Context: an optimization exercise on an open-source flow, tuned for small area, a short achievable clock period and few clock cycles per item. The choices shown serve that exercise and are no tape-out recipe. RTL that was checked went through simulation tests only; none was proved equivalent to the original. Only the layout flow was run in run 2; the RTL was not checked for function there. Power is estimated from default activity; no workload was simulated.

## flow/design.v (module list and top-level ports; edited modules follow where they fit)
// module multiplier: 1672 lines
// module mul_fa: 10 lines
// module mul_faf: 12 lines
// module mul_maj: 8 lines
// module mul_xor: 7 lines
module multiplier #(
    parameter WIDTH = 32
)(
    input  logic                   clk,
    input  logic                   rst_n,
    input  logic                   start,
    input  logic [WIDTH-1:0]       a,
    input  logic [WIDTH-1:0]       b,
    output logic [2*WIDTH-1:0]     result,
    output logic                   done
);
  // ...
==> flow/flow/run.sh <==
#!/bin/bash
# The standard layout (the standard.sh, unchanged synthesis), except that
# the input and output ports are buffered with sky130_fd_sc_hd__buf_2 cells
# instead of the delay cells that buffer_ports picks by default.
set -o pipefail
export BUFFER_PORTS_ARGS="-buffer_cell sky130_fd_sc_hd__buf_2"
bash standard.sh > standard.log 2>&1
==> flow/standard.sh <==
#!/bin/bash
# synth_recipe.tcl (not shown) runs the flow's synth.tcl, then flattens the netlist and writes it again
# the make line also repeats each setting of config.mk as NAME=value (left out here)
make -C /OpenROAD-flow-scripts/flow DESIGN_CONFIG=/design/flow/config.mk WORK_HOME=/design/flow/orfs CLKGATE_MAP_FILE= SYNTH_SCRIPT=/design/flow/synth_recipe.tcl "${@:-finish}"
==> flow/config.mk <==
export PLATFORM = sky130hd
export DESIGN_NAME = multiplier
export DESIGN_NICKNAME = multiplier
export VERILOG_FILES = /design/flow/design.v
export SDC_FILE = /design/flow/constraint.sdc
export NUM_CORES = 4
export LEC_CHECK = 0
export ABC_AREA = 1
export CAP_MARGIN = 20
export CORE_MARGIN = 2
export CORE_UTILIZATION = 40
export SLEW_MARGIN = 20
export SYNTH_HIERARCHICAL = 1
export SYNTH_MINIMUM_KEEP_SIZE = 0
==> flow/constraint.sdc <==
create_clock -name core_clock -period 5.0 [get_ports {clk}]
set_input_delay 1.0000 -clock core_clock [delete_from_list [all_inputs] [get_ports {clk}]]
set_output_delay 1.0000 -clock core_clock [all_outputs]
set_load 0.01 [all_outputs]
==> flow_summary.toml, run 1 <==
[layout]
regArea_mm2 = 0.00420
multi_input_area_share = 0.686
largestClassByArea = "multi-input combinational cells"
post-route-cell-area_mm2 = 0.0308
final_util = 0.457
inverters_excl_clock = 325
final-clk-cell-share = 0.0180
fillers = 6278

[grt]
grt_use_total = 0.258
grt_pass1_wl_um = 138000

[logic_synthesis]
synthTopCellsByArea = "fa_1 (35%), xor2_1 (16%), edfxtp_1 (15%), o22ai_1 (11%), nand2_1 (5.0%)"
synthesis.nets = 3515
synth_cell_type_count = 34
syn-cell-area_mm2 = 0.0273
yosysMostFrequentCell = "xor2_1"
synth_enable_flop_cells = 139
synth.area.mux_share = 0

[sta]
post-route-period-util = 0.962
setup_tns_ns = 0

[critical_path]
cp_num_cells = 19
start_kind = "flip-flop"

[floorplanning]
die_h_um = 265
start_util = 0.405
tap_cells = 873

[routing]
top_layer_used = "met5"
met2WireLength_um = 42300
drtAntennaViolNets = 0
route.met3.wl_um = 8000

[run_status]
status = "timing/DRC/antenna clean"

[pwr]
power_frac_comb = 0.813
pwr-share-clk = 0.054
power_leader = "combinational logic"

[cts]
cts-root-buf = "clkbuf_16"
Testbench counts, summed over its fixed seeds: cycles 1,280, items 1,280.
==> run 2, diff against run 1 <==
--- a/flow/design.v
+++ b/flow/design.v
@@ -1420,256 +1420,400 @@
   wire bg28 = g0[57] | (p0[57] & g0[56]);
   wire bpp28 = p0[57] & p0[56];
   wire bg29 = g0[59] | (p0[59] & g0[58]);
   wire bpp29 = p0[59] & p0[58];
   wire bg30 = g0[61] | (p0[61] & g0[60]);
   wire bpp30 = p0[61] & p0[60];
   wire bg31 = g0[63] | (p0[63] & g0[62]);
   wire bpp31 = p0[63] & p0[62];
-  wire bg32 = bg1 | (bpp1 & bg0);
-  wire bpp32 = bpp1 & bpp0;
-  wire bg33 = bg3 | (bpp3 & bg2);
-  wire bpp33 = bpp3 & bpp2;
-  wire bg34 = bg5 | (bpp5 & bg4);
-  wire bpp34 = bpp5 & bpp4;
-  wire bg35 = bg7 | (bpp7 & bg6);
-  wire bpp35 = bpp7 & bpp6;
-  wire bg36 = bg9 | (bpp9 & bg8);
-  wire bpp36 = bpp9 & bpp8;
-  wire bg37 = bg11 | (bpp11 & bg10);
-  wire bpp37 = bpp11 & bpp10;
-  wire bg38 = bg13 | (bpp13 & bg12);
-  wire bpp38 = bpp13 & bpp12;
-  wire bg39 = bg15 | (bpp15 & bg14);
-  wire bpp39 = bpp15 & bpp14;
-  wire bg40 = bg17 | (bpp17 & bg16);
-  wire bpp40 = bpp17 & bpp16;
-  wire bg41 = bg19 | (bpp19 & bg18);
-  wire bpp41 = bpp19 & bpp18;
-  wire bg42 = bg21 | (bpp21 & bg20);
-  wire bpp42 = bpp21 & bpp20;
-  wire bg43 = bg23 | (bpp23 & bg22);
-  wire bpp43 = bpp23 & bpp22;
-  wire bg44 = bg25 | (bpp25 & bg24);
-  wire bpp44 = bpp25 & bpp24;
-  wire bg45 = bg27 | (bpp27 & bg26);
-  wire bpp45 = bpp27 & bpp26;
-  wire bg46 = bg29 | (bpp29 & bg28);
-  wire bpp46 = bpp29 & bpp28;
-  wire bg47 = bg31 | (bpp31 & bg30);
-  wire bpp47 = bpp31 & bpp30;
-  wire bg48 = bg33 | (bpp33 & bg32);
-  wire bpp48 = bpp33 & bpp32;
-  wire bg49 = bg35 | (bpp35 & bg34);
-  wire bpp49 = bpp35 & bpp34;
-  wire bg50 = bg37 | (bpp37 & bg36);
-  wire bpp50 = bpp37 & bpp36;
-  wire bg51 = bg39 | (bpp39 & bg38);
-  wire bpp51 = bpp39 & bpp38;
-  wire bg52 = bg41 | (bpp41 & bg40);
-  wire bpp52 = bpp41 & bpp40;
-  wire bg53 = bg43 | (bpp43 & bg42);
-  wire bpp53 = bpp43 & bpp42;
-  wire bg54 = bg45 | (bpp45 & bg44);
-  wire bpp54 = bpp45 & bpp44;
-  wire bg55 = bg47 | (bpp47 & bg46);
-  wire bpp55 = bpp47 & bpp46;
-  wire bg56 = bg49 | (bpp49 & bg48);
-  wire bpp56 = bpp49 & bpp48;
-  wire bg57 = bg51 | (bpp51 & bg50);
-  wire bpp57 = bpp51 & bpp50;
-  wire bg58 = bg53 | (bpp53 & bg52);
-  wire bpp58 = bpp53 & bpp52;
-  wire bg59 = bg55 | (bpp55 & bg54);
-  wire bpp59 = bpp55 & bpp54;
-  wire bg60 = bg57 | (bpp57 & bg56);
-  wire bpp60 = bpp57 & bpp56;
-  wire bg61 = bg59 | (bpp59 & bg58);
-  wire bpp61 = bpp59 & bpp58;
-  wire bg62 = bg61 | (bpp61 & bg60);
-  wire bpp62 = bpp61 & bpp60;
-  wire bg63 = bg58 | (bpp58 & bg60);
-  wire bpp63 = bpp58 & bpp60;
-  wire bg64 = bg50 | (bpp50 & bg56);
-  wire bpp64 = bpp50 & bpp56;
-  wire bg65 = bg52 | (bpp52 & bg60);
-  wire bpp65 = bpp52 & bpp60;
-  wire bg66 = bg54 | (bpp54 & bg63);
-  wire bpp66 = bpp54 & bpp63;
-  wire bg67 = bg34 | (bpp34 & bg48);
-  wire bpp67 = bpp34 & bpp48;
-  wire bg68 = bg36 | (bpp36 & bg56);
-  wire bpp68 = bpp36 & bpp56;
-  wire bg69 = bg38 | (bpp38 & bg64);
-  wire bpp69 = bpp38 & bpp64;
-  wire bg70 = bg40 | (bpp40 & bg60);
-  wire bpp70 = bpp40 & bpp60;
-  wire bg71 = bg42 | (bpp42 & bg65);
-  wire bpp71 = bpp42 & bpp65;
-  wire bg72 = bg44 | (bpp44 & bg63);
-  wire bpp72 = bpp44 & bpp63;
-  wire bg73 = bg46 | (bpp46 & bg66);
-  wire bpp73 = bpp46 & bpp66;
-  wire bg74 = bg2 | (bpp2 & bg32);
-  wire bpp74 = bpp2 & bpp32;
-  wire bg75 = bg4 | (bpp4 & bg48);
-  wire bpp75 = bpp4 & bpp48;
-  wire bg76 = bg6 | (bpp6 & bg67);
-  wire bpp76 = bpp6 & bpp67;
-  wire bg77 = bg8 | (bpp8 & bg56);
-  wire bpp77 = bpp8 & bpp56;
-  wire bg78 = bg10 | (bpp10 & bg68);
-  wire bpp78 = bpp10 & bpp68;
-  wire bg79 = bg12 | (bpp12 & bg64);
-  wire bpp79 = bpp12 & bpp64;
-  wire bg80 = bg14 | (bpp14 & bg69);
-  wire bpp80 = bpp14 & bpp69;
-  wire bg81 = bg16 | (bpp16 & bg60);
-  wire bpp81 = bpp16 & bpp60;
-  wire bg82 = bg18 | (bpp18 & bg70);
-  wire bpp82 = bpp18 & bpp70;
-  wire bg83 = bg20 | (bpp20 & bg65);
-  wire bpp83 = bpp20 & bpp65;
-  wire bg84 = bg22 | (bpp22 & bg71);
-  wire bpp84 = bpp22 & bpp71;
-  wire bg85 = bg24 | (bpp24 & bg63);
-  wire bpp85 = bpp24 & bpp63;
-  wire bg86 = bg26 | (bpp26 & bg72);
-  wire bpp86 = bpp26 & bpp72;
-  wire bg87 = bg28 | (bpp28 & bg66);
-  wire bpp87 = bpp28 & bpp66;
-  wire bg88 = bg30 | (bpp30 & bg73);
-  wire bpp88 = bpp30 & bpp73;
-  wire bg89 = g0[2] | (p0[2] & bg0);
-  wire bpp89 = p0[2] & bpp0;
-  wire bg90 = g0[4] | (p0[4] & bg32);
-  wire bpp90 = p0[4] & bpp32;
-  wire bg91 = g0[6] | (p0[6] & bg74);
-  wire bpp91 = p0[6] & bpp74;
-  wire bg92 = g0[8] | (p0[8] & bg48);
-  wire bpp92 = p0[8] & bpp48;
-  wire bg93 = g0[10] | (p0[10] & bg75);
-  wire bpp93 = p0[10] & bpp75;
-  wire bg94 = g0[12] | (p0[12] & bg67);
-  wire bpp94 = p0[12] & bpp67;
-  wire bg95 = g0[14] | (p0[14] & bg76);
-  wire bpp95 = p0[14] & bpp76;
-  wire bg96 = g0[16] | (p0[16] & bg56);
-  wire bpp96 = p0[16] & bpp56;
-  wire bg97 = g0[18] | (p0[18] & bg77);
-  wire bpp97 = p0[18] & bpp77;
-  wire bg98 = g0[20] | (p0[20] & bg68);
-  wire bpp98 = p0[20] & bpp68;
-  wire bg99 = g0[22] | (p0[22] & bg78);
-  wire bpp99 = p0[22] & bpp78;
-  wire bg100 = g0[24] | (p0[24] & bg64);
-  wire bpp100 = p0[24] & bpp64;
-  wire bg101 = g0[26] | (p0[26] & bg79);
-  wire bpp101 = p0[26] & bpp79;
-  wire bg102 = g0[28] | (p0[28] & bg69);
-  wire bpp102 = p0[28] & bpp69;
-  wire bg103 = g0[30] | (p0[30] & bg80);
-  wire bpp103 = p0[30] & bpp80;
-  wire bg104 = g0[32] | (p0[32] & bg60);
-  wire bpp104 = p0[32] & bpp60;
-  wire bg105 = g0[34] | (p0[34] & bg81);
-  wire bpp105 = p0[34] & bpp81;
-  wire bg106 = g0[36] | (p0[36] & bg70);
-  wire bpp106 = p0[36] & bpp70;
-  wire bg107 = g0[38] | (p0[38] & bg82);
-  wire bpp107 = p0[38] & bpp82;
-  wire bg108 = g0[40] | (p0[40] & bg65);
-  wire bpp108 = p0[40] & bpp65;
-  wire bg109 = g0[42] | (p0[42] & bg83);
-  wire bpp109 = p0[42] & bpp83;
-  wire bg110 = g0[44] | (p0[44] & bg71);
-  wire bpp110 = p0[44] & bpp71;
-  wire bg111 = g0[46] | (p0[46] & bg84);
-  wire bpp111 = p0[46] & bpp84;
-  wire bg112 = g0[48] | (p0[48] & bg63);
-  wire bpp112 = p0[48] & bpp63;
-  wire bg113 = g0[50] | (p0[50] & bg85);
-  wire bpp113 = p0[50] & bpp85;
-  wire bg114 = g0[52] | (p0[52] & bg72);
-  wire bpp114 = p0[52] & bpp72;
-  wire bg115 = g0[54] | (p0[54] & bg86);
-  wire bpp115 = p0[54] & bpp86;
-  wire bg116 = g0[56] | (p0[56] & bg66);
-  wire bpp116 = p0[56] & bpp66;
-  wire bg117 = g0[58] | (p0[58] & bg87);
-  wire bpp117 = p0[58] & bpp87;
-  wire bg118 = g0[60] | (p0[60] & bg73);
-  wire bpp118 = p0[60] & bpp73;
-  wire bg119 = g0[62] | (p0[62] & bg88);
-  wire bpp119 = p0[62] & bpp88;
+  wire bg32 = g0[2] | (p0[2] & bg0);
+  wire bpp32 = p0[2] & bpp0;
+  wire bg33 = bg1 | (bpp1 & bg0);
+  wire bpp33 = bpp1 & bpp0;
+  wire bg34 = g0[6] | (p0[6] & bg2);
+  wire bpp34 = p0[6] & bpp2;
+  wire bg35 = bg3 | (bpp3 & bg2);
+  wire bpp35 = bpp3 & bpp2;
+  wire bg36 = g0[10] | (p0[10] & bg4);
+  wire bpp36 = p0[10] & bpp4;
+  wire bg37 = bg5 | (bpp5 & bg4);
+  wire bpp37 = bpp5 & bpp4;
+  wire bg38 = g0[14] | (p0[14] & bg6);
+  wire bpp38 = p0[14] & bpp6;
+  wire bg39 = bg7 | (bpp7 & bg6);
+  wire bpp39 = bpp7 & bpp6;
+  wire bg40 = g0[18] | (p0[18] & bg8);
+  wire bpp40 = p0[18] & bpp8;
+  wire bg41 = bg9 | (bpp9 & bg8);
+  wire bpp41 = bpp9 & bpp8;
+  wire bg42 = g0[22] | (p0[22] & bg10);
+  wire bpp42 = p0[22] & bpp10;
+  wire bg43 = bg11 | (bpp11 & bg10);
+  wire bpp43 = bpp11 & bpp10;
+  wire bg44 = g0[26] | (p0[26] & bg12);
+  wire bpp44 = p0[26] & bpp12;
+  wire bg45 = bg13 | (bpp13 & bg12);
+  wire bpp45 = bpp13 & bpp12;
+  wire bg46 = g0[30] | (p0[30] & bg14);
+  wire bpp46 = p0[30] & bpp14;
+  wire bg47 = bg15 | (bpp15 & bg14);
+  wire bpp47 = bpp15 & bpp14;
+  wire bg48 = g0[34] | (p0[34] & bg16);
+  wire bpp48 = p0[34] & bpp16;
+  wire bg49 = bg17 | (bpp17 & bg16);
+  wire bpp49 = bpp17 & bpp16;
+  wire bg50 = g0[38] | (p0[38] & bg18);
+  wire bpp50 = p0[38] & bpp18;
+  wire bg51 = bg19 | (bpp19 & bg18);
+  wire bpp51 = bpp19 & bpp18;
+  wire bg52 = g0[42] | (p0[42] & bg20);
+  wire bpp52 = p0[42] & bpp20;
+  wire bg53 = bg21 | (bpp21 & bg20);
+  wire bpp53 = bpp21 & bpp20;
+  wire bg54 = g0[46] | (p0[46] & bg22);
+  wire bpp54 = p0[46] & bpp22;
+  wire bg55 = bg23 | (bpp23 & bg22);
+  wire bpp55 = bpp23 & bpp22;
+  wire bg56 = g0[50] | (p0[50] & bg24);
+  wire bpp56 = p0[50] & bpp24;
+  wire bg57 = bg25 | (bpp25 & bg24);
+  wire bpp57 = bpp25 & bpp24;
+  wire bg58 = g0[54] | (p0[54] & bg26);
+  wire bpp58 = p0[54] & bpp26;
+  wire bg59 = bg27 | (bpp27 & bg26);
+  wire bpp59 = bpp27 & bpp26;
+  wire bg60 = g0[58] | (p0[58] & bg28);
+  wire bpp60 = p0[58] & bpp28;
+  wire bg61 = bg29 | (bpp29 & bg28);
+  wire bpp61 = bpp29 & bpp28;
+  wire bg62 = g0[62] | (p0[62] & bg30);
+  wire bpp62 = p0[62] & bpp30;
+  wire bg63 = bg31 | (bpp31 & bg30);
+  wire bpp63 = bpp31 & bpp30;
+  wire bg64 = g0[4] | (p0[4] & bg33);
+  wire bpp64 = p0[4] & bpp33;
+  wire bg65 = bg2 | (bpp2 & bg33);
+  wire bpp65 = bpp2 & bpp33;
+  wire bg66 = bg34 | (bpp34 & bg33);
+  wire bpp66 = bpp34 & bpp33;
+  wire bg67 = bg35 | (bpp35 & bg33);
+  wire bpp67 = bpp35 & bpp33;
+  wire bg68 = g0[12] | (p0[12] & bg37);
+  wire bpp68 = p0[12] & bpp37;
+  wire bg69 = bg6 | (bpp6 & bg37);
+  wire bpp69 = bpp6 & bpp37;
+  wire bg70 = bg38 | (bpp38 & bg37);
+  wire bpp70 = bpp38 & bpp37;
+  wire bg71 = bg39 | (bpp39 & bg37);
+  wire bpp71 = bpp39 & bpp37;
+  wire bg72 = g0[20] | (p0[20] & bg41);
+  wire bpp72 = p0[20] & bpp41;
+  wire bg73 = bg10 | (bpp10 & bg41);
+  wire bpp73 = bpp10 & bpp41;
+  wire bg74 = bg42 | (bpp42 & bg41);
+  wire bpp74 = bpp42 & bpp41;
+  wire bg75 = bg43 | (bpp43 & bg41);
+  wire bpp75 = bpp43 & bpp41;
+  wire bg76 = g0[28] | (p0[28] & bg45);
+  wire bpp76 = p0[28] & bpp45;
+  wire bg77 = bg14 | (bpp14 & bg45);
+  wire bpp77 = bpp14 & bpp45;
+  wire bg78 = bg46 | (bpp46 & bg45);
+  wire bpp78 = bpp46 & bpp45;
+  wire bg79 = bg47 | (bpp47 & bg45);
+  wire bpp79 = bpp47 & bpp45;
+  wire bg80 = g0[36] | (p0[36] & bg49);
+  wire bpp80 = p0[36] & bpp49;
+  wire bg81 = bg18 | (bpp18 & bg49);
+  wire bpp81 = bpp18 & bpp49;
+  wire bg82 = bg50 | (bpp50 & bg49);
+  wire bpp82 = bpp50 & bpp49;
+  wire bg83 = bg51 | (bpp51 & bg49);
+  wire bpp83 = bpp51 & bpp49;
+  wire bg84 = g0[44] | (p0[44] & bg53);
+  wire bpp84 = p0[44] & bpp53;
+  wire bg85 = bg22 | (bpp22 & bg53);
+  wire bpp85 = bpp22 & bpp53;
+  wire bg86 = bg54 | (bpp54 & bg53);
+  wire bpp86 = bpp54 & bpp53;
+  wire bg87 = bg55 | (bpp55 & bg53);
+  wire bpp87 = bpp55 & bpp53;
+  wire bg88 = g0[52] | (p0[52] & bg57);
+  wire bpp88 = p0[52] & bpp57;
+  wire bg89 = bg26 | (bpp26 & bg57);
+  wire bpp89 = bpp26 & bpp57;
+  wire bg90 = bg58 | (bpp58 & bg57);
+  wire bpp90 = bpp58 & bpp57;
+  wire bg91 = bg59 | (bpp59 & bg57);
+  wire bpp91 = bpp59 & bpp57;
+  wire bg92 = g0[60] | (p0[60] & bg61);
+  wire bpp92 = p0[60] & bpp61;
+  wire bg93 = bg30 | (bpp30 & bg61);
+  wire bpp93 = bpp30 & bpp61;
+  wire bg94 = bg62 | (bpp62 & bg61);
+  wire bpp94 = bpp62 & bpp61;
+  wire bg95 = bg63 | (bpp63 & bg61);
+  wire bpp95 = bpp63 & bpp61;
+  wire bg96 = g0[8] | (p0[8] & bg67);
+  wire bpp96 = p0[8] & bpp67;
+  wire bg97 = bg4 | (bpp4 & bg67);
+  wire bpp97 = bpp4 & bpp67;
+  wire bg98 = bg36 | (bpp36 & bg67);
+  wire bpp98 = bpp36 & bpp67;
+  wire bg99 = bg37 | (bpp37 & bg67);
+  wire bpp99 = bpp37 & bpp67;
+  wire bg100 = bg68 | (bpp68 & bg67);
+  wire bpp100 = bpp68 & bpp67;
+  wire bg101 = bg69 | (bpp69 & bg67);
+  wire bpp101 = bpp69 & bpp67;
+  wire bg102 = bg70 | (bpp70 & bg67);
+  wire bpp102 = bpp70 & bpp67;
+  wire bg103 = bg71 | (bpp71 & bg67);
+  wire bpp103 = bpp71 & bpp67;
+  wire bg104 = g0[24] | (p0[24] & bg75);
+  wire bpp104 = p0[24] & bpp75;
+  wire bg105 = bg12 | (bpp12 & bg75);
+  wire bpp105 = bpp12 & bpp75;
+  wire bg106 = bg44 | (bpp44 & bg75);
+  wire bpp106 = bpp44 & bpp75;
+  wire bg107 = bg45 | (bpp45 & bg75);
+  wire bpp107 = bpp45 & bpp75;
+  wire bg108 = bg76 | (bpp76 & bg75);
+  wire bpp108 = bpp76 & bpp75;
+  wire bg109 = bg77 | (bpp77 & bg75);
+  wire bpp109 = bpp77 & bpp75;
+  wire bg110 = bg78 | (bpp78 & bg75);
+  wire bpp110 = bpp78 & bpp75;
+  wire bg111 = bg79 | (bpp79 & bg75);
+  wire bpp111 = bpp79 & bpp75;
+  wire bg112 = g0[40] | (p0[40] & bg83);
+  wire bpp112 = p0[40] & bpp83;
+  wire bg113 = bg20 | (bpp20 & bg83);
+  wire bpp113 = bpp20 & bpp83;
+  wire bg114 = bg52 | (bpp52 & bg83);
+  wire bpp114 = bpp52 & bpp83;
+  wire bg115 = bg53 | (bpp53 & bg83);
+  wire bpp115 = bpp53 & bpp83;
+  wire bg116 = bg84 | (bpp84 & bg83);
+  wire bpp116 = bpp84 & bpp83;
+  wire bg117 = bg85 | (bpp85 & bg83);
+  wire bpp117 = bpp85 & bpp83;
+  wire bg118 = bg86 | (bpp86 & bg83);
+  wire bpp118 = bpp86 & bpp83;
+  wire bg119 = bg87 | (bpp87 & bg83);
+  wire bpp119 = bpp87 & bpp83;
+  wire bg120 = g0[56] | (p0[56] & bg91);
+  wire bpp120 = p0[56] & bpp91;
+  wire bg121 = bg28 | (bpp28 & bg91);
+  wire bpp121 = bpp28 & bpp91;
+  wire bg122 = bg60 | (bpp60 & bg91);
+  wire bpp122 = bpp60 & bpp91;
+  wire bg123 = bg61 | (bpp61 & bg91);
+  wire bpp123 = bpp61 & bpp91;
+  wire bg124 = bg92 | (bpp92 & bg91);
+  wire bpp124 = bpp92 & bpp91;
+  wire bg125 = bg93 | (bpp93 & bg91);
+  wire bpp125 = bpp93 & bpp91;
+  wire bg126 = bg94 | (bpp94 & bg91);
+  wire bpp126 = bpp94 & bpp91;
+  wire bg127 = bg95 | (bpp95 & bg91);
+  wire bpp127 = bpp95 & bpp91;
+  wire bg128 = g0[16] | (p0[16] & bg103);
+  wire bpp128 = p0[16] & bpp103;
+  wire bg129 = bg8 | (bpp8 & bg103);
+  wire bpp129 = bpp8 & bpp103;
+  wire bg130 = bg40 | (bpp40 & bg103);
+  wire bpp130 = bpp40 & bpp103;
+  wire bg131 = bg41 | (bpp41 & bg103);
+  wire bpp131 = bpp41 & bpp103;
+  wire bg132 = bg72 | (bpp72 & bg103);
+  wire bpp132 = bpp72 & bpp103;
+  wire bg133 = bg73 | (bpp73 & bg103);
+  wire bpp133 = bpp73 & bpp103;
+  wire bg134 = bg74 | (bpp74 & bg103);
+  wire bpp134 = bpp74 & bpp103;
+  wire bg135 = bg75 | (bpp75 & bg103);
+  wire bpp135 = bpp75 & bpp103;
+  wire bg136 = bg104 | (bpp104 & bg103);
+  wire bpp136 = bpp104 & bpp103;
+  wire bg137 = bg105 | (bpp105 & bg103);
+  wire bpp137 = bpp105 & bpp103;
+  wire bg138 = bg106 | (bpp106 & bg103);
+  wire bpp138 = bpp106 & bpp103;
+  wire bg139 = bg107 | (bpp107 & bg103);
+  wire bpp139 = bpp107 & bpp103;
+  wire bg140 = bg108 | (bpp108 & bg103);
+  wire bpp140 = bpp108 & bpp103;
+  wire bg141 = bg109 | (bpp109 & bg103);
+  wire bpp141 = bpp109 & bpp103;
+  wire bg142 = bg110 | (bpp110 & bg103);
+  wire bpp142 = bpp110 & bpp103;
+  wire bg143 = bg111 | (bpp111 & bg103);
+  wire bpp143 = bpp111 & bpp103;
+  wire bg144 = g0[48] | (p0[48] & bg119);
+  wire bpp144 = p0[48] & bpp119;
+  wire bg145 = bg24 | (bpp24 & bg119);
+  wire bpp145 = bpp24 & bpp119;
+  wire bg146 = bg56 | (bpp56 & bg119);
+  wire bpp146 = bpp56 & bpp119;
+  wire bg147 = bg57 | (bpp57 & bg119);
+  wire bpp147 = bpp57 & bpp119;
+  wire bg148 = bg88 | (bpp88 & bg119);
+  wire bpp148 = bpp88 & bpp119;
+  wire bg149 = bg89 | (bpp89 & bg119);
+  wire bpp149 = bpp89 & bpp119;
+  wire bg150 = bg90 | (bpp90 & bg119);
+  wire bpp150 = bpp90 & bpp119;
+  wire bg151 = bg91 | (bpp91 & bg119);
+  wire bpp151 = bpp91 & bpp119;
+  wire bg152 = bg120 | (bpp120 & bg119);
+  wire bpp152 = bpp120 & bpp119;
+  wire bg153 = bg121 | (bpp121 & bg119);
+  wire bpp153 = bpp121 & bpp119;
+  wire bg154 = bg122 | (bpp122 & bg119);
+  wire bpp154 = bpp122 & bpp119;
+  wire bg155 = bg123 | (bpp123 & bg119);
+  wire bpp155 = bpp123 & bpp119;
+  wire bg156 = bg124 | (bpp124 & bg119);
+  wire bpp156 = bpp124 & bpp119;
+  wire bg157 = bg125 | (bpp125 & bg119);
+  wire bpp157 = bpp125 & bpp119;
+  wire bg158 = bg126 | (bpp126 & bg119);
+  wire bpp158 = bpp126 & bpp119;
+  wire bg159 = bg127 | (bpp127 & bg119);
+  wire bpp159 = bpp127 & bpp119;
+  wire bg160 = g0[32] | (p0[32] & bg143);
+  wire bpp160 = p0[32] & bpp143;
+  wire bg161 = bg16 | (bpp16 & bg143);
+  wire bpp161 = bpp16 & bpp143;
+  wire bg162 = bg48 | (bpp48 & bg143);
+  wire bpp162 = bpp48 & bpp143;
+  wire bg163 = bg49 | (bpp49 & bg143);
+  wire bpp163 = bpp49 & bpp143;
+  wire bg164 = bg80 | (bpp80 & bg143);
+  wire bpp164 = bpp80 & bpp143;
+  wire bg165 = bg81 | (bpp81 & bg143);
+  wire bpp165 = bpp81 & bpp143;
+  wire bg166 = bg82 | (bpp82 & bg143);
+  wire bpp166 = bpp82 & bpp143;
+  wire bg167 = bg83 | (bpp83 & bg143);
+  wire bpp167 = bpp83 & bpp143;
+  wire bg168 = bg112 | (bpp112 & bg143);
+  wire bpp168 = bpp112 & bpp143;
+  wire bg169 = bg113 | (bpp113 & bg143);
+  wire bpp169 = bpp113 & bpp143;
+  wire bg170 = bg114 | (bpp114 & bg143);
+  wire bpp170 = bpp114 & bpp143;
+  wire bg171 = bg115 | (bpp115 & bg143);
+  wire bpp171 = bpp115 & bpp143;
+  wire bg172 = bg116 | (bpp116 & bg143);
+  wire bpp172 = bpp116 & bpp143;
+  wire bg173 = bg117 | (bpp117 & bg143);
+  wire bpp173 = bpp117 & bpp143;
+  wire bg174 = bg118 | (bpp118 & bg143);
+  wire bpp174 = bpp118 & bpp143;
+  wire bg175 = bg119 | (bpp119 & bg143);
+  wire bpp175 = bpp119 & bpp143;
+  wire bg176 = bg144 | (bpp144 & bg143);
+  wire bpp176 = bpp144 & bpp143;
+  wire bg177 = bg145 | (bpp145 & bg143);
+  wire bpp177 = bpp145 & bpp143;
+  wire bg178 = bg146 | (bpp146 & bg143);
+  wire bpp178 = bpp146 & bpp143;
+  wire bg179 = bg147 | (bpp147 & bg143);
+  wire bpp179 = bpp147 & bpp143;
+  wire bg180 = bg148 | (bpp148 & bg143);
+  wire bpp180 = bpp148 & bpp143;
+  wire bg181 = bg149 | (bpp149 & bg143);
+  wire bpp181 = bpp149 & bpp143;
+  wire bg182 = bg150 | (bpp150 & bg143);
+  wire bpp182 = bpp150 & bpp143;
+  wire bg183 = bg151 | (bpp151 & bg143);
+  wire bpp183 = bpp151 & bpp143;
+  wire bg184 = bg152 | (bpp152 & bg143);
+  wire bpp184 = bpp152 & bpp143;
+  wire bg185 = bg153 | (bpp153 & bg143);
+  wire bpp185 = bpp153 & bpp143;
+  wire bg186 = bg154 | (bpp154 & bg143);
+  wire bpp186 = bpp154 & bpp143;
+  wire bg187 = bg155 | (bpp155 & bg143);
+  wire bpp187 = bpp155 & bpp143;
+  wire bg188 = bg156 | (bpp156 & bg143);
+  wire bpp188 = bpp156 & bpp143;
+  wire bg189 = bg157 | (bpp157 & bg143);
+  wire bpp189 = bpp157 & bpp143;
+  wire bg190 = bg158 | (bpp158 & bg143);
+  wire bpp190 = bpp158 & bpp143;
+  wire bg191 = bg159 | (bpp159 & bg143);
+  wire bpp191 = bpp159 & bpp143;
   assign result[0] = p0[0];
   mul_xor u_x1 (.x(p0[1]), .y(g0[0]), .s(result[1]));
   mul_xor u_x2 (.x(p0[2]), .y(bg0), .s(result[2]));
-  mul_xor u_x3 (.x(p0[3]), .y(bg89), .s(result[3]));
-  mul_xor u_x4 (.x(p0[4]), .y(bg32), .s(result[4]));
-  mul_xor u_x5 (.x(p0[5]), .y(bg90), .s(result[5]));
-  mul_xor u_x6 (.x(p0[6]), .y(bg74), .s(result[6]));
-  mul_xor u_x7 (.x(p0[7]), .y(bg91), .s(result[7]));
-  mul_xor u_x8 (.x(p0[8]), .y(bg48), .s(result[8]));
-  mul_xor u_x9 (.x(p0[9]), .y(bg92), .s(result[9]));
-  mul_xor u_x10 (.x(p0[10]), .y(bg75), .s(result[10]));
-  mul_xor u_x11 (.x(p0[11]), .y(bg93), .s(result[11]));
-  mul_xor u_x12 (.x(p0[12]), .y(bg67), .s(result[12]));
-  mul_xor u_x13 (.x(p0[13]), .y(bg94), .s(result[13]));
-  mul_xor u_x14 (.x(p0[14]), .y(bg76), .s(result[14]));
-  mul_xor u_x15 (.x(p0[15]), .y(bg95), .s(result[15]));
-  mul_xor u_x16 (.x(p0[16]), .y(bg56), .s(result[16]));
-  mul_xor u_x17 (.x(p0[17]), .y(bg96), .s(result[17]));
-  mul_xor u_x18 (.x(p0[18]), .y(bg77), .s(result[18]));
-  mul_xor u_x19 (.x(p0[19]), .y(bg97), .s(result[19]));
-  mul_xor u_x20 (.x(p0[20]), .y(bg68), .s(result[20]));
-  mul_xor u_x21 (.x(p0[21]), .y(bg98), .s(result[21]));
-  mul_xor u_x22 (.x(p0[22]), .y(bg78), .s(result[22]));
-  mul_xor u_x23 (.x(p0[23]), .y(bg99), .s(result[23]));
-  mul_xor u_x24 (.x(p0[24]), .y(bg64), .s(result[24]));
-  mul_xor u_x25 (.x(p0[25]), .y(bg100), .s(result[25]));
-  mul_xor u_x26 (.x(p0[26]), .y(bg79), .s(result[26]));
-  mul_xor u_x27 (.x(p0[27]), .y(bg101), .s(result[27]));
-  mul_xor u_x28 (.x(p0[28]), .y(bg69), .s(result[28]));
-  mul_xor u_x29 (.x(p0[29]), .y(bg102), .s(result[29]));
-  mul_xor u_x30 (.x(p0[30]), .y(bg80), .s(result[30]));
-  mul_xor u_x31 (.x(p0[31]), .y(bg103), .s(result[31]));
-  mul_xor u_x32 (.x(p0[32]), .y(bg60), .s(result[32]));
-  mul_xor u_x33 (.x(p0[33]), .y(bg104), .s(result[33]));
-  mul_xor u_x34 (.x(p0[34]), .y(bg81), .s(result[34]));
-  mul_xor u_x35 (.x(p0[35]), .y(bg105), .s(result[35]));
-  mul_xor u_x36 (.x(p0[36]), .y(bg70), .s(result[36]));
-  mul_xor u_x37 (.x(p0[37]), .y(bg106), .s(result[37]));
-  mul_xor u_x38 (.x(p0[38]), .y(bg82), .s(result[38]));
-  mul_xor u_x39 (.x(p0[39]), .y(bg107), .s(result[39]));
-  mul_xor u_x40 (.x(p0[40]), .y(bg65), .s(result[40]));
-  mul_xor u_x41 (.x(p0[41]), .y(bg108), .s(result[41]));
-  mul_xor u_x42 (.x(p0[42]), .y(bg83), .s(result[42]));
-  mul_xor u_x43 (.x(p0[43]), .y(bg109), .s(result[43]));
-  mul_xor u_x44 (.x(p0[44]), .y(bg71), .s(result[44]));
-  mul_xor u_x45 (.x(p0[45]), .y(bg110), .s(result[45]));
-  mul_xor u_x46 (.x(p0[46]), .y(bg84), .s(result[46]));
-  mul_xor u_x47 (.x(p0[47]), .y(bg111), .s(result[47]));
-  mul_xor u_x48 (.x(p0[48]), .y(bg63), .s(result[48]));
-  mul_xor u_x49 (.x(p0[49]), .y(bg112), .s(result[49]));
-  mul_xor u_x50 (.x(p0[50]), .y(bg85), .s(result[50]));
-  mul_xor u_x51 (.x(p0[51]), .y(bg113), .s(result[51]));
-  mul_xor u_x52 (.x(p0[52]), .y(bg72), .s(result[52]));
-  mul_xor u_x53 (.x(p0[53]), .y(bg114), .s(result[53]));
-  mul_xor u_x54 (.x(p0[54]), .y(bg86), .s(result[54]));
-  mul_xor u_x55 (.x(p0[55]), .y(bg115), .s(result[55]));
-  mul_xor u_x56 (.x(p0[56]), .y(bg66), .s(result[56]));
-  mul_xor u_x57 (.x(p0[57]), .y(bg116), .s(result[57]));
-  mul_xor u_x58 (.x(p0[58]), .y(bg87), .s(result[58]));
-  mul_xor u_x59 (.x(p0[59]), .y(bg117), .s(result[59]));
-  mul_xor u_x60 (.x(p0[60]), .y(bg73), .s(result[60]));
-  mul_xor u_x61 (.x(p0[61]), .y(bg118), .s(result[61]));
-  mul_xor u_x62 (.x(p0[62]), .y(bg88), .s(result[62]));
-  mul_xor u_x63 (.x(p0[63]), .y(bg119), .s(result[63]));
+  mul_xor u_x3 (.x(p0[3]), .y(bg32), .s(result[3]));
+  mul_xor u_x4 (.x(p0[4]), .y(bg33), .s(result[4]));
+  mul_xor u_x5 (.x(p0[5]), .y(bg64), .s(result[5]));
+  mul_xor u_x6 (.x(p0[6]), .y(bg65), .s(result[6]));
+  mul_xor u_x7 (.x(p0[7]), .y(bg66), .s(result[7]));
+  mul_xor u_x8 (.x(p0[8]), .y(bg67), .s(result[8]));
+  mul_xor u_x9 (.x(p0[9]), .y(bg96), .s(result[9]));
+  mul_xor u_x10 (.x(p0[10]), .y(bg97), .s(result[10]));
+  mul_xor u_x11 (.x(p0[11]), .y(bg98), .s(result[11]));
+  mul_xor u_x12 (.x(p0[12]), .y(bg99), .s(result[12]));
+  mul_xor u_x13 (.x(p0[13]), .y(bg100), .s(result[13]));
+  mul_xor u_x14 (.x(p0[14]), .y(bg101), .s(result[14]));
+  mul_xor u_x15 (.x(p0[15]), .y(bg102), .s(result[15]));
+  mul_xor u_x16 (.x(p0[16]), .y(bg103), .s(result[16]));
+  mul_xor u_x17 (.x(p0[17]), .y(bg128), .s(result[17]));
+  mul_xor u_x18 (.x(p0[18]), .y(bg129), .s(result[18]));
+  mul_xor u_x19 (.x(p0[19]), .y(bg130), .s(result[19]));
+  mul_xor u_x20 (.x(p0[20]), .y(bg131), .s(result[20]));
+  mul_xor u_x21 (.x(p0[21]), .y(bg132), .s(result[21]));
+  mul_xor u_x22 (.x(p0[22]), .y(bg133), .s(result[22]));
+  mul_xor u_x23 (.x(p0[23]), .y(bg134), .s(result[23]));
+  mul_xor u_x24 (.x(p0[24]), .y(bg135), .s(result[24]));
+  mul_xor u_x25 (.x(p0[25]), .y(bg136), .s(result[25]));
+  mul_xor u_x26 (.x(p0[26]), .y(bg137), .s(result[26]));
+  mul_xor u_x27 (.x(p0[27]), .y(bg138), .s(result[27]));
+  mul_xor u_x28 (.x(p0[28]), .y(bg139), .s(result[28]));
+  mul_xor u_x29 (.x(p0[29]), .y(bg140), .s(result[29]));
+  mul_xor u_x30 (.x(p0[30]), .y(bg141), .s(result[30]));
+  mul_xor u_x31 (.x(p0[31]), .y(bg142), .s(result[31]));
+  mul_xor u_x32 (.x(p0[32]), .y(bg143), .s(result[32]));
+  mul_xor u_x33 (.x(p0[33]), .y(bg160), .s(result[33]));
+  mul_xor u_x34 (.x(p0[34]), .y(bg161), .s(result[34]));
+  mul_xor u_x35 (.x(p0[35]), .y(bg162), .s(result[35]));
+  mul_xor u_x36 (.x(p0[36]), .y(bg163), .s(result[36]));
+  mul_xor u_x37 (.x(p0[37]), .y(bg164), .s(result[37]));
+  mul_xor u_x38 (.x(p0[38]), .y(bg165), .s(result[38]));
+  mul_xor u_x39 (.x(p0[39]), .y(bg166), .s(result[39]));
+  mul_xor u_x40 (.x(p0[40]), .y(bg167), .s(result[40]));
+  mul_xor u_x41 (.x(p0[41]), .y(bg168), .s(result[41]));
+  mul_xor u_x42 (.x(p0[42]), .y(bg169), .s(result[42]));
+  mul_xor u_x43 (.x(p0[43]), .y(bg170), .s(result[43]));
+  mul_xor u_x44 (.x(p0[44]), .y(bg171), .s(result[44]));
+  mul_xor u_x45 (.x(p0[45]), .y(bg172), .s(result[45]));
+  mul_xor u_x46 (.x(p0[46]), .y(bg173), .s(result[46]));
+  mul_xor u_x47 (.x(p0[47]), .y(bg174), .s(result[47]));
+  mul_xor u_x48 (.x(p0[48]), .y(bg175), .s(result[48]));
+  mul_xor u_x49 (.x(p0[49]), .y(bg176), .s(result[49]));
+  mul_xor u_x50 (.x(p0[50]), .y(bg177), .s(result[50]));
+  mul_xor u_x51 (.x(p0[51]), .y(bg178), .s(result[51]));
+  mul_xor u_x52 (.x(p0[52]), .y(bg179), .s(result[52]));
+  mul_xor u_x53 (.x(p0[53]), .y(bg180), .s(result[53]));
+  mul_xor u_x54 (.x(p0[54]), .y(bg181), .s(result[54]));
+  mul_xor u_x55 (.x(p0[55]), .y(bg182), .s(result[55]));
+  mul_xor u_x56 (.x(p0[56]), .y(bg183), .s(result[56]));
+  mul_xor u_x57 (.x(p0[57]), .y(bg184), .s(result[57]));
+  mul_xor u_x58 (.x(p0[58]), .y(bg185), .s(result[58]));
+  mul_xor u_x59 (.x(p0[59]), .y(bg186), .s(result[59]));
+  mul_xor u_x60 (.x(p0[60]), .y(bg187), .s(result[60]));
+  mul_xor u_x61 (.x(p0[61]), .y(bg188), .s(result[61]));
+  mul_xor u_x62 (.x(p0[62]), .y(bg189), .s(result[62]));
+  mul_xor u_x63 (.x(p0[63]), .y(bg190), .s(result[63]));
   always_ff @(posedge clk or negedge rst_n) begin
     if (!rst_n) done <= 1'b0;
     else        done <= start;
   end
 endmodule
 module mul_fa (
     input  logic x,
     input  logic y,
==> run 2 against run 1 <==
Against the previous run: still clean on timing, DRC and antenna; wire length grew 0.46%; first-iteration DRC count up 8.6%; via count is 3.3% higher; core utilization decreased by 0.91 points; setup slack better by 0.060 ns; sequential power is essentially flat; total power about the same; area after synthesis rose by 4.6%; sequential share of layout area decreased by 0.32 points; cell area is 2.4% higher; final cell count increased by 6.7%; largest power group unchanged.
==> flow_summary.toml, run 2 <==
[logic_synthesis]
syn_area_per_cell_um2 = 9.29
synth.yosys.warnings = 7
ys_async_sr_fraction = 0.00714
synth_cell_type_count = 33
synthTopCellsByArea = "fa_1 (33%), xor2_1 (16%), edfxtp_1 (15%), o22ai_1 (10%), nand2_1 (6.3%)"
synth_top_area_share = 0.331
synth_largest_area_cell = "fa_1"
synth_enable_flop_cells = 139
ys_ff_latch = 140
synthesis.nets = 3722
syn-cell-area_mm2 = 0.0286
ys_seq_area_frac = 0.147
yosysMostFrequentCell = "xor2_1"
syn_inst = 3075
ys.flop_type = "edfxtp_1"
synthTopCellsByCount = "xor2_1 (513), nand2_1 (477), fa_1 (472)"

[critical_path]
crit_start = "r30_0"
crit_type = "reg2out"
cp_slowest_cell = "fa_1"
cp_max_fo = 33
critPathTopFamily = "adder cells"
worstPathArrival_ns = 3.75
path_cells = "ha_1, fa_1, ha_1, nand2_1, nor2_1, nand2_1, nor2_1, nand2_2, nand2_4, nand2_1, nand2_1, inv_1, nand2_1, nand2_1, buf_2"
start_kind = "flip-flop"
cp.required_ns = 4.00
cp_num_cells = 15
cp_common_cell = "nand2_1"
cp.buffers_inverters = 2
worstSetupEndpoint = "result[63]"
endpoint_kind = "output port"
slowest_delay_ns = 0.60

[sta]
timing.slew.headroom = 0.485
setup_tns_ns = 0
final_max_slew_viol_count = 0
hold_viol = 0
post-route-period-util = 0.950
clock.fmax_mhz = 211
worstMarginPinSlew_ns = 0.773
rsz0062_at_grt = "no"
period_needed_ns = 4.75
setup_viol = 0

[layout]
multi_input_area_mm2 = 0.0217
drive_above_1_share = 0.133
fillers = 6759
final_common_cell = "xor2_1"
syn_to_final_growth_pct = 10.3
regArea_mm2 = 0.00420
post-route-cell-area_mm2 = 0.0315
mostFrequentLayoutCells = "xor2_1 (513), nand2_1 (477), fa_1 (472), o22ai_1 (471), inv_1 (342)"
nets = 3748

[cts]
cts-root-buf = "clkbuf_16"
post-cts-setup-buffers = 0
cts_tree = "done"
ctsHtreeMaxLevel = 4
clock_sinks = 140
clock_path_buffers = 2
path_clk_slew_ns = 0.07
cts_buffers = 17

[run_status]
status = "timing/DRC/antenna clean"

[grt]
grt_overflow = 0
antenna_found_initial = 5
grt_use_total = 0.248
grt_pass1_vias = 23400
grt_max_degree = 72
grt_pass1_wl_um = 140000

[routing]
drtAntennaViolNets = 0
first_pass_iters = 7
viasPerCell = 5.63
drc = 0
vias = 22800
wl_per_cell_um = 22.1
drt-total-wl_um = 89500
first_iter_violations = 2336

[placed_design]
port_buffers = 131
dp_hpwl_um = 64400
postPlaceCellArea_mm2 = 0.0309
finalWeightedCongestion = 0.917

[floorplanning]
core-area_mm2 = 0.0704
start_util = 0.406
die_x_um = 271
die_h_um = 271
placementRows = 97
io_pins = 132
die_area_mm2 = 0.0736

[pwr]
max-vdd-ir-drop_mv = 0.627
power.total_mw = 23.2
leakage_nw = 14.1
pwr_density_cell_mw_per_mm2 = 736

[run]
cap_violations = 0

[hold_path]
min_path_type = "in2async"
## run 2: cell count changes after synthesis, sizes merged, moves of 27 or more
cell	change
nor2	+42
a21oi	+29
nand2	+123
clkbuf	-126
buf	+132
inv	+27
## run 2: timing repair
item,CTS,global route
gates resized for setup,0,3
endpoints found under the setup margin,0,3
hold buffers,0,0
## run 2: kinds of logic after synthesis
group                    count (synthesis)  share of synthesized area
AND/OR/NAND/NOR                        633                     0.0910
buffers and inverters                  620                     0.0925
AO/OA/AOI/OAI                          589                      0.134
adder cells (fa/ha/maj)                580                      0.378
XOR/XNOR                               513                      0.157
flip-flops                             140                      0.147
## run 2: per-module statistics from Yosys (local to each module, per instance)
module / flops+latches / copies in the design / cell area [um^2]
multiplier: 140 / 1 / 17900
mul_fa: 0 / 472 / 20.0
mul_xor: 0 / 63 / 18.8
## run 2: where the power goes
group | internal, mW | switching, mW
clock | 0.730 | 0.581
sequential | 2.83 | 0.264
combinational | 7.57 | 11.2
## run 2: worst min path at each step
stage	start	endpoint	slack, ns
CTS	rst_n	done	0.23
global placement	rst_n	done	0.78
global route	rst_n	done	0.24
finish	rst_n	done	0.26
floorplan	rst_n	done	0.70
detailed placement	rst_n	done	0.78
## run 2: per-stage QoR
stage | setup slack [ns] | utilization | std cells | hold slack, ns
after floorplan | 0.396 | - | 3075 | 0.704
after global placement | 0.104 | 0.439 | 4022 | 0.776
after detailed placement | 0.0636 | 0.439 | 4022 | 0.776
after CTS | 0.128 | 0.448 | 4054 | 0.227
after global routing | 0.0109 | 0.448 | 4055 | 0.241
final | 0.251 | 0.448 | 4056 | 0.260
## run 2: layer usage
metal | GRT usage | wire length, um | up-vias
met3 | 0.0596 | 8610 | 251
li1 | - | - | 10100
met5 | 0 | 31 | -
met4 | 0.106 | 3780 | 6
met1 | 0.321 | 35000 | 11300
met2 | 0.395 | 42000 | 1203
## run 2: final cells by class
| cell class | instances | area share |
|---|---|---|
| Antenna cell | 2 | 0.000159 |
| Clock buffer | 18 | 0.0136 |
| Clock inverter | 14 | 0.00460 |
| Inverter | 352 | 0.0419 |
| Multi-Input combinational cell | 2315 | 0.690 |
| Sequential cell | 140 | 0.133 |
| Tap cell | 940 | 0.0373 |
| Timing Repair Buffer | 275 | 0.0796 |

-- what the ideal ports hide --
In the flow no input, the clock included, has a driving cell. The finished layouts below were timed again as built, in two steps. Step 1: set_driving_cell puts a clkbuf_16 on clk and a buf_2 on each other input, an assumption about the parent block. Step 2 also shifts input and output timing later by t, the mid clock arrival at the registers, as if the neighbouring blocks saw the same clock. a / b / c = no drivers / after step 1 / after step 2; a / b = the first two.
| run | t (ns) | setup slack, ns | pins driven straight from the clock port |
|---|---|---|---|
| run 1 | 0.542 | 0.191 / 0.130 / -0.066 | 1 |
| run 2 | 0.568 | 0.251 / 0.185 / 0.003 | 1 |
Met with ideal ports but missed after step 2: setup timing in run 1. For run 1, which loses most, drivers alone change the setup slack by -0.061 ns; drivers and shift together by -0.257 ns.
